What follows belongs to an exercise in optimizing a design on an open flow for small area; a production flow would make more cautious choices. Where RTL was checked, it was by simulation tests only, not by an equivalence proof against the original.

== 07-12 ==
## KF76489
module KF76489 (
    input   logic           clock,
    input   logic           clock_enable,
    input   logic           reset,
    input   logic           CE_N,
    input   logic           WE_N,
    input   logic   [7:0]   D_IN,
    output  logic           READY,
    output  logic   [7:0]   AOUT
);
    logic   [3:0]   clock_divider_count;
    logic           divided_clock_en;
    logic   [7:0]   internal_data_bus;
    logic           write_tone1_frequency_h;
    logic           write_tone1_frequency_l;
    logic           write_tone1_attenuation;
    logic           write_tone2_frequency_h;
    logic           write_tone2_frequency_l;
    logic           write_tone2_attenuation;
    logic           write_tone3_frequency_h;
    logic           write_tone3_frequency_l;
    logic           write_tone3_attenuation;
    logic           write_noise_control;
    logic           write_noise_attenuation;
    logic           ext_noise_gen;
    logic   [5:0]   tone1_aout;
    logic   [5:0]   tone2_aout;
    logic   [5:0]   tone3_aout;
    logic   [5:0]   noise_aout;
    logic   [3:0]   attenuation_code;
    KF76489_Bus_Control_Logic u_Bus_Control_Logic (
        .clock                      (clock),
        .reset                      (reset),
        .CE_N                       (CE_N),
        .WE_N                       (WE_N),
        .D_IN                       (D_IN),
        .internal_data_bus          (internal_data_bus),
  ...
clock: 6.0 ns
lec_check: 0
cap_margin: 20
core_margin: 2
core_utilization: 40
slew_margin: 20
standard.sh (not shown) runs the stock make flow with config.mk's settings and CLKGATE_MAP_FILE= SYNTH_SCRIPT=/design/flow/synth_recipe.tcl, a recipe that flattens the netlist after the stock synthesis.
==> flow/flow/run.sh <==
#!/bin/bash
# Layout flow: the standard flow (standard.sh) with these changes.
#  - Synthesis is the standard flow's (synth_recipe.tcl and ORFS's synth.tcl), except that
#    ABC maps the logic with flow/area.abc (area-oriented mapping, &nf -a)
#    instead of ORFS's abc_speed.script; registers are unchanged.
#  - Synthesis also leaves out the half-adder cells: Yosys's extract_fa pass
#    otherwise turns every 2-input AND that shares inputs with an XOR into a
#    half adder, which ABC cannot map into smaller gates.
#  - Ports are buffered with buf_1 instead of the clkdlybuf4s50_1 that
#    buffer_ports picks by itself (same function, 3.8 um2 instead of 10 um2).
#  - Clock tree synthesis with clkbuf_8 buffers and without dummy loads.
# Each tool's full output goes to a log file in this folder (flow_make.log,
# and ORFS's own logs under orfs/logs).
set -euo pipefail
WORK=$(pwd)

sed "/source \$::env(SCRIPTS_DIR)\/synth_preamble.tcl/a set abc_args [lreplace \$abc_args 1 1 $WORK/flow/area.abc]" \
    "$FLOW_HOME/scripts/synth.tcl" > "$WORK/synth_area.tcl"
sed "s|source \$::env(SCRIPTS_DIR)/synth.tcl|source $WORK/synth_area.tcl|" synth_recipe.tcl > "$WORK/synth_bench_area.tcl"
grep -q "flow/area.abc" "$WORK/synth_area.tcl"
grep -q "synth_area.tcl" "$WORK/synth_bench_area.tcl"

DONT_USE="sky130_fd_sc_hd__probe_p_8 sky130_fd_sc_hd__probec_p_8 sky130_fd_sc_hd__lpflow_bleeder_1 sky130_fd_sc_hd__lpflow_clkbufkapwr_1 sky130_fd_sc_hd__lpflow_clkbufkapwr_16 sky130_fd_sc_hd__lpflow_clkbufkapwr_2 sky130_fd_sc_hd__lpflow_clkbufkapwr_4 sky130_fd_sc_hd__lpflow_clkbufkapwr_8 sky130_fd_sc_hd__lpflow_clkinvkapwr_1 sky130_fd_sc_hd__lpflow_clkinvkapwr_16 sky130_fd_sc_hd__lpflow_clkinvkapwr_2 sky130_fd_sc_hd__lpflow_clkinvkapwr_4 sky130_fd_sc_hd__lpflow_clkinvkapwr_8 sky130_fd_sc_hd__lpflow_decapkapwr_12 sky130_fd_sc_hd__lpflow_decapkapwr_3 sky130_fd_sc_hd__lpflow_decapkapwr_4 sky130_fd_sc_hd__lpflow_decapkapwr_6 sky130_fd_sc_hd__lpflow_decapkapwr_8 sky130_fd_sc_hd__lpflow_inputiso0n_1 sky130_fd_sc_hd__lpflow_inputiso0p_1 sky130_fd_sc_hd__lpflow_inputiso1n_1 sky130_fd_sc_hd__lpflow_inputiso1p_1 sky130_fd_sc_hd__lpflow_inputisolatch_1 sky130_fd_sc_hd__lpflow_isobufsrc_1 sky130_fd_sc_hd__lpflow_isobufsrc_16 sky130_fd_sc_hd__lpflow_isobufsrc_2 sky130_fd_sc_hd__lpflow_isobufsrc_4 sky130_fd_sc_hd__lpflow_isobufsrc_8 sky130_fd_sc_hd__lpflow_isobufsrckapwr_16 sky130_fd_sc_hd__lpflow_lsbuf_lh_hl_isowell_tap_1 sky130_fd_sc_hd__lpflow_lsbuf_lh_hl_isowell_tap_2 sky130_fd_sc_hd__lpflow_lsbuf_lh_hl_isowell_tap_4 sky130_fd_sc_hd__lpflow_lsbuf_lh_isowell_4 sky130_fd_sc_hd__lpflow_lsbuf_lh_isowell_tap_1 sky130_fd_sc_hd__lpflow_lsbuf_lh_isowell_tap_2 sky130_fd_sc_hd__lpflow_lsbuf_lh_isowell_tap_4 sky130_fd_sc_hd__ha_1 sky130_fd_sc_hd__ha_2 sky130_fd_sc_hd__ha_4"
PORT_BUF="-inputs -outputs -buffer_cell sky130_fd_sc_hd__buf_1"
CTS="-sink_clustering_enable -repair_clock_nets -buf_list sky130_fd_sc_hd__clkbuf_8 -dont_use_dummy_load"

bash standard.sh "SYNTH_SCRIPT=$WORK/synth_bench_area.tcl" "DONT_USE_CELLS=$DONT_USE" \
    "CTS_ARGS=$CTS" "BUFFER_PORTS_ARGS=$PORT_BUF" finish > flow_make.log 2>&1
Other scripts of this flow, unchanged in this note and not shown: flow/flow/area.abc
diff inputs: 07-12 => 05-27
diff --git a/flow/design.v b/flow/design.v
--- a/flow/design.v
+++ b/flow/design.v
@@ -66,47 +66,38 @@
     output  logic           write_tone2_attenuation,
     output  logic           write_tone3_frequency_h,
     output  logic           write_tone3_frequency_l,
     output  logic           write_tone3_attenuation,
     output  logic           write_noise_control,
     output  logic           write_noise_attenuation
 );
     logic           prev_write_enable_n;
     logic           write_flag;
-    logic           write_flag_d;
     logic   [3:0]   stable_address;
     logic   [1:0]   latched_tone;
     always_ff @(posedge clock, posedge reset) begin
         if (reset)
             prev_write_enable_n <= 1'b1;
         else
             prev_write_enable_n <= CE_N | WE_N;
     end
     assign write_flag = ~prev_write_enable_n & WE_N;
-    always_ff @(posedge clock, posedge reset) begin
-        if (reset)
-            write_flag_d        <= 1'b0;
-        else
-            write_flag_d        <= write_flag;
-    end
-    always_ff @(posedge clock) begin
-        if (~CE_N & ~WE_N)
-            internal_data_bus   <= D_IN;
-    end
+    always_ff @(posedge clock)
+        internal_data_bus   <= D_IN;
     assign  stable_address = internal_data_bus[3:0];
     always_ff @(posedge clock, posedge reset) begin
         if (reset)
             latched_tone <= 2'b00;
-        else if (write_flag_d)
+        else if (write_flag)
             latched_tone <= (stable_address[0] & ~stable_address[3]) ? ~stable_address[2:1] : 2'b00;
     end
-    wire    latch_write = write_flag_d &  stable_address[0];
-    wire    data_write  = write_flag_d & ~stable_address[0];
+    wire    latch_write = write_flag &  stable_address[0];
+    wire    data_write  = write_flag & ~stable_address[0];
     assign  write_tone1_frequency_h = latch_write & (stable_address[3:1] == 3'b000);
     assign  write_tone1_frequency_l = data_write  & (latched_tone == 2'b11);
     assign  write_tone1_attenuation = latch_write & (stable_address[3:1] == 3'b100);
     assign  write_tone2_frequency_h = latch_write & (stable_address[3:1] == 3'b010);
     assign  write_tone2_frequency_l = data_write  & (latched_tone == 2'b01);
     assign  write_tone2_attenuation = latch_write & (stable_address[3:1] == 3'b110);
     assign  write_tone3_frequency_h = latch_write & (stable_address[3:1] == 3'b001);
     assign  write_tone3_frequency_l = data_write  & (latched_tone == 2'b10);
     assign  write_tone3_attenuation = latch_write & (stable_address[3:1] == 3'b101);
@@ -293,31 +284,24 @@
         .write_tone3_frequency_l    (write_tone3_frequency_l),
         .write_tone3_attenuation    (write_tone3_attenuation),
         .write_noise_control        (write_noise_control),
         .write_noise_attenuation    (write_noise_attenuation)
     );
     KF76489_Attenuation_Encode u_Attenuation_Encode (
         .attenuation                (internal_data_bus[7:4]),
         .code                       (attenuation_code)
     );
-    logic           clock_enable_d;
-    always_ff @(posedge clock, posedge reset) begin
-        if (reset)
-            clock_enable_d      <= 1'b0;
-        else
-            clock_enable_d      <= clock_enable;
-    end
     always_ff @(posedge clock, posedge reset) begin
         if (reset) begin
             clock_divider_count <= 4'h0;
             divided_clock_en    <= 1'b0;
         end
-        else if (clock_enable_d) begin
+        else if (clock_enable) begin
             clock_divider_count <= clock_divider_count + 4'h1;
             divided_clock_en    <= (&clock_divider_count) ? 1'b1 : 1'b0;
         end
         else begin
             clock_divider_count <= clock_divider_count;
             divided_clock_en    <= 1'b0;
         end
     end
     KF76489_Tone_Generator u_Tone1 (
@@ -415,11 +399,16 @@
         row_a    = {csa_c1[6], csa_s2};
         row_b    = {csa_c2[6:1], 1'b0};
         cpa_c[0] = 1'b0;
         for (int i = 0; i < 7; i++) begin
             mix[i]       = row_a[i] ^ row_b[i] ^ cpa_c[i];
             cpa_c[i + 1] = (row_a[i] & row_b[i]) | (row_a[i] & cpa_c[i]) | (row_b[i] & cpa_c[i]);
         end
         mix[7] = cpa_c[7];
     end
-    assign  AOUT = mix;
+    always_ff @(posedge clock, posedge reset) begin
+        if (reset)
+            AOUT <= 8'h00;
+        else
+            AOUT <= mix;
+    end
 endmodule
## What came out
05-27 went all the way through synthesis, placement and routing and the layout is clean on timing, DRC and antenna. Sort 05-27 and 07-12 by required time reported for the critical path endpoint desc -> top: 05-27. NOTE sequential cell area 07-12->05-27 increased by a few percent. Against 07-12 as the reference, 05-27 delivers a lower area added between synthesis and finish. NOTE: number of global-route vias before repair in 05-27 falls short of that of 07-12. Post-synthesis instance area deteriorates in 05-27 relative to 07-12.
No functional check of the RTL was part of 07-12.

## what the ideal ports hide
Ports are ideal in the flow. The routed layouts listed here were re-timed in OpenROAD.
Step 1 assumes that a clkbuf_16 drives the clock port and a buf_2 every other input.
Step 2 times the ports against the registers' clock, not the clock port: input delays grow and output delays shrink by t, the midpoint of the rising clock arrivals with the driver on.
Slacks: no drivers / after step 1 / after step 2; pairs: no drivers / after step 1.
run	t, ns	setup slack, ns	hold WS [ns]	worst data-port slew with drivers (ns)
07-12	0.455	0.228 / 0.194 / 0.649	0.477 / 0.477 / 0.477	0.03
05-27	0.456	1.753 / 1.753 / 1.753	0.476 / 0.476 / 0.476	0.03
After both steps every run listed still meets setup and hold.
